Background: an optimization exercise with open tools, aiming at small area. Do not read the settings as production practice. The clock port is modelled as an ideal driver, which makes a skipped or thinned clock tree look cheaper than it is; a real chip needs a root buffer or a tree.

==> inputs of run F <==
Design classifier_top, start of the top module:
module classifier_top (
  input  wire clk,
  input  wire rst_n,
  input  wire signed [3:0]  x_int4,
  input  wire signed [7:0]  w_int8,
  input  wire new_feat,
  input  wire new_class,
  input  wire [2:0] class_id,
  output reg  signed [19:0] acc20,
  output reg  signed [19:0] max_score,
  output reg  [2:0] max_class
);
  wire en1;
  c_nor2b u_en1 (new_class, new_feat, en1);
  wire nxg2;
  c_nand2 u_nxg2 (x_int4[0], en1, nxg2);
  wire nxg3;
  c_nand2 u_nxg3 (x_int4[1], en1, nxg3);
  wire nxg4;
  c_nand2 u_nxg4 (x_int4[2], en1, nxg4);
  wire nxg5;
  c_nand2 u_nxg5 (x_int4[3], en1, nxg5);
  wire xg6;
  c_inv u_xg6 (nxg3, xg6);
  wire xg7;
  c_inv u_xg7 (nxg5, xg7);
  wire one8;
  c_inv u_one8 (nxg2, one8);
  wire two9;
  c_nor2b u_two9 (nxg3, nxg2, two9);
  wire one10;
  c_xor2 u_one10 (nxg3, nxg4, one10);
  wire two11;
  c_xnor2 u_two11 (nxg4, nxg3, two11);
  wire two12;
  c_xor2 u_two12 (nxg5, nxg4, two12);
  wire two13;
  c_and2 u_two13 (two11, two12, two13);
  wire sel14;
  c_nand2 u_sel14 (one8, w_int8[0], sel14);
  wire pp15;
  c_xnor2 u_pp15 (sel14, xg6, pp15);
  wire sel16;
  c_a22oi u_sel16 (one8, w_int8[1], two9, w_int8[0], sel16);
  wire pp17;
  c_xnor2 u_pp17 (sel16, xg6, pp17);
  wire sel18;
  c_a22oi u_sel18 (one8, w_int8[2], two9, w_int8[1], sel18);
  wire pp19;
  c_xnor2 u_pp19 (sel18, xg6, pp19);
  wire sel20;
  c_a22oi u_sel20 (one8, w_int8[3], two9, w_int8[2], sel20);
  wire pp21;
  c_xnor2 u_pp21 (sel20, xg6, pp21);
  wire sel22;
  c_a22oi u_sel22 (one8, w_int8[4], two9, w_int8[3], sel22);
  ...
==> flow/config.mk <==
export PLATFORM = sky130hd
export DESIGN_NAME = classifier_top
export DESIGN_NICKNAME = classifier_top
export VERILOG_FILES = /design/flow/design.v
export SDC_FILE = /design/flow/constraint.sdc
export NUM_CORES = 4
export LEC_CHECK = 0
export CAP_MARGIN = 20
export CORE_MARGIN = 2
export CORE_UTILIZATION = 40
export GPL_TIMING_DRIVEN = 0
export SLEW_MARGIN = 20
export SYNTH_HIERARCHICAL = 1
export SYNTH_MINIMUM_KEEP_SIZE = 0
==> flow/constraint.sdc <==
create_clock -name core_clock -period 6.5 [get_ports {clk}]
set_input_delay 1.3000 -clock core_clock [delete_from_list [all_inputs] [get_ports {clk}]]
set_output_delay 1.3000 -clock core_clock [all_outputs]
set_load 0.01 [all_outputs]
standard.sh (not shown) runs the stock make flow with config.mk's settings and CLKGATE_MAP_FILE= SYNTH_SCRIPT=/design/flow/synth_recipe.tcl, a recipe that flattens the netlist after the stock synthesis.
==> flow/flow/run.sh <==
#!/bin/bash
# The standard layout (standard.sh) with two changes to how the layout is made:
#  - the port buffers that buffer_ports inserts are sky130_fd_sc_hd__buf_1;
#  - clock tree synthesis inserts no dummy loads;
#  - after the standard synthesis (run unchanged), combinational cells that synthesis
#    upsized are set back to their smallest drive strength (downsize.tcl); the floorplan's
#    timing repair and the later repair steps upsize again wherever timing needs it.
# Each tool's output goes to its own log file here.
set -euo pipefail
export BUFFER_PORTS_ARGS="-buffer_cell sky130_fd_sc_hd__buf_1"
export CTS_ARGS="-sink_clustering_enable -repair_clock_nets -dont_use_dummy_load"
bash standard.sh synth > synth.log 2>&1
export RESULTS=orfs/results/sky130hd/classifier_top/base
openroad -no_init -exit flow/downsize.tcl > downsize.log 2>&1
bash standard.sh finish > standard_flow.log 2>&1
==> flow/flow/downsize.tcl <==
# Set every combinational cell of the synthesized netlist to its smallest-area variant of
# the same function (e.g. nor2b_4 -> nor2b_1). Registers, buffers and tie cells are kept.
set results $::env(RESULTS)
read_db $results/1_synth.odb
read_liberty $::env(FLOW_HOME)/platforms/sky130hd/lib/sky130_fd_sc_hd__tt_025C_1v80.lib
set db [ord::get_db]
set block [[$db getChip] getBlock]
set n 0
foreach inst [$block getInsts] {
  set m [[$inst getMaster] getName]
  if {![regexp {^sky130_fd_sc_hd__([a-z0-9]+)_([0-9]+)$} $m -> base size]} { continue }
  if {[regexp {^(df|edf|sdf|dl|buf|clkbuf|clkdly|dlygate|dlymetal|conb|tap|fill|decap|diode|lpflow|probe)} $base]} { continue }
  set best $m
  set best_area [[$inst getMaster] getWidth]
  foreach s {0 1 2} {
    set cand "sky130_fd_sc_hd__${base}_$s"
    set cm [$db findMaster $cand]
    if {$cm == "NULL" || $cand == $m} { continue }
    if {[get_lib_cells -quiet $cand] == ""} { continue }
    if {[$cm getWidth] < $best_area} {
      set best $cand
      set best_area [$cm getWidth]
    }
  }
  if {$best != $m} {
    puts "[$inst getName]: $m -> $best"
    replace_cell [$inst getName] $best
    incr n
  }
}
puts "downsized $n cells"
write_db $results/1_synth.odb
==> inputs of run C, as changes to run F <==
--- a/flow/flow/run.sh
+++ b/flow/flow/run.sh
@@ -1,6 +1,8 @@
 #!/bin/bash
-# The standard layout (standard.sh) with two changes to how the layout is made:
+# The standard layout (standard.sh) with these changes to how the layout is made:
 #  - the port buffers that buffer_ports inserts are sky130_fd_sc_hd__buf_1;
-#  - clock tree synthesis inserts no dummy loads;
+#  - clock tree synthesis inserts no dummy loads, and its tree (a root buffer and leaf
+#    buffers) is then reduced to 3 leaf buffers (collapse.tcl), each register still clocked
+#    through the root and one leaf;
 #  - after the standard synthesis (run unchanged), combinational cells that synthesis
 #    upsized are set back to their smallest drive strength (downsize.tcl); the floorplan's
@@ -10,4 +12,6 @@
 export BUFFER_PORTS_ARGS="-buffer_cell sky130_fd_sc_hd__buf_1"
 export CTS_ARGS="-sink_clustering_enable -repair_clock_nets -dont_use_dummy_load"
+export POST_CTS_TCL=$PWD/flow/collapse.tcl CLK_KEEP=3
+export CLK_LEAF_CELL=sky130_fd_sc_hd__clkbuf_8 CLK_ROOT_CELL=sky130_fd_sc_hd__clkbuf_2
 bash standard.sh synth > synth.log 2>&1
 export RESULTS=orfs/results/sky130hd/classifier_top/base
==> flow/flow/collapse.tcl (new file) <==
# Reduce the clock tree that clock_tree_synthesis built (a root buffer feeding leaf buffers)
# to $::env(CLK_KEEP) leaf buffers: the sinks of every other leaf move to the nearest kept
# leaf. Kept leaves become $::env(CLK_LEAF_CELL), the root $::env(CLK_ROOT_CELL). The clock
# still reaches every register through buffers, all at the same depth.
set block [ord::get_db_block]
set clk_net [$block findNet clk]
set roots {}
foreach it [$clk_net getITerms] {
  if {[$it isInputSignal]} { lappend roots [$it getInst] }
}
proc inst_xy {inst} {
  set b [$inst getBBox]
  return [list [expr {([$b xMin] + [$b xMax]) / 2}] [expr {([$b yMin] + [$b yMax]) / 2}]]
}
if {[llength $roots] != 1} {
  puts "collapse: clock port feeds [llength $roots] cells; left as is"
} else {
  set root [lindex $roots 0]
  set n0 [[$root findITerm X] getNet]
  set leaves {}
  foreach it [$n0 getITerms] {
    if {[$it isInputSignal] && [string match *clkbuf* [[[$it getInst] getMaster] getName]]} {
      lappend leaves [$it getInst]
    }
  }
  set keep [expr {min($::env(CLK_KEEP), [llength $leaves])}]
  # keep the leaves farthest apart: greedy, starting from the first
  set kept [list [lindex $leaves 0]]
  while {[llength $kept] < $keep} {
    set bestl ""; set bestd -1
    foreach l $leaves {
      if {[lsearch -exact $kept $l] >= 0} { continue }
      lassign [inst_xy $l] x y
      set dmin 1e30
      foreach k $kept { lassign [inst_xy $k] kx ky; set d [expr {abs($x-$kx)+abs($y-$ky)}]; if {$d < $dmin} { set dmin $d } }
      if {$dmin > $bestd} { set bestd $dmin; set bestl $l }
    }
    lappend kept $bestl
  }
  set moved 0
  foreach l $leaves {
    if {[lsearch -exact $kept $l] >= 0} { continue }
    set n1 [[$l findITerm X] getNet]
    foreach s [$n1 getITerms] {
      if {![$s isInputSignal]} { continue }
      lassign [inst_xy [$s getInst]] x y
      set best ""; set bd 1e30
      foreach k $kept { lassign [inst_xy $k] kx ky; set d [expr {abs($x-$kx)+abs($y-$ky)}]; if {$d < $bd} { set bd $d; set best $k } }
      $s disconnect
      $s connect [[$best findITerm X] getNet]
      incr moved
    }
    [$l findITerm A] disconnect
    [$l findITerm X] disconnect
    odb::dbInst_destroy $l
    odb::dbNet_destroy $n1
  }
  foreach k $kept { replace_cell [$k getName] $::env(CLK_LEAF_CELL) }
  replace_cell [$root getName] $::env(CLK_ROOT_CELL)
  puts "collapse: kept [llength $kept] of [llength $leaves] leaves, moved $moved sinks"
}
--- a/flow/config.mk
+++ b/flow/config.mk
@@ -6,9 +6,9 @@
 export NUM_CORES = 4
 export LEC_CHECK = 0
-export CAP_MARGIN = 20
+export CAP_MARGIN = 0
 export CORE_MARGIN = 2
 export CORE_UTILIZATION = 40
 export GPL_TIMING_DRIVEN = 0
-export SLEW_MARGIN = 20
+export SLEW_MARGIN = 0
 export SYNTH_HIERARCHICAL = 1
 export SYNTH_MINIMUM_KEEP_SIZE = 0
==> flow_summary.yaml <==
power_and_ir_drop:
  seq_cell_power_mw: 0.464
  netSwitchingPower_mw: 0.6884
outcome:
  outcome: "timing/DRC/antenna clean"
global_routing:
  grt_pass1_vias: 1948
clocking:
  hold_buffers: 0
  postCtsResizedCells: 7
The numbers above come from run F.

==> flow_summary.yaml <==
outcome:
  outcome: "timing/DRC/antenna clean"
logic_synthesis:
  netlist_area_um2: 2750
global_routing:
  grt_pass1_vias: 1949
job:
  drv_cap: 0
final_layout:
  largest_registers: "acc20 x20, max_score x20, max_class x3"
  diodes: 0
power_and_ir_drop:
  seq_cell_power_mw: 0.463
  netSwitchingPower_mw: 0.6774
The numbers above come from run C.

No functional check of the RTL was part of any run of this note.

-- static timing again, ports no longer ideal --
Ports are ideal in the flow. The routed layouts listed here were re-timed in OpenROAD.
Step 1, drivers: a clkbuf_16 drives clk and a buf_2 each remaining input, both assumed.
Step 2, shift: input delay + t, output delay - t, t = (earliest + latest rising clock arrival at the registers) / 2. This alone moves slack from input paths to output paths.
a / b / c = ideal ports / drivers / drivers and shift; a / b = the first two.
| run | t, ns | setup slack, ns | hold WS [ns] |
|---|---|---|---|
| run F | 0.315 | 0.461 / 0.462 / 0.147 | 0.503 / 0.503 / 0.503 |
| run C | 0.380 | 0.514 / 0.514 / 0.134 | 0.513 / 0.513 / 0.513 |
After both steps every run listed still meets setup and hold. For run C, which loses most, drivers alone change the setup slack by 0.000 ns; drivers and shift together by -0.380 ns.
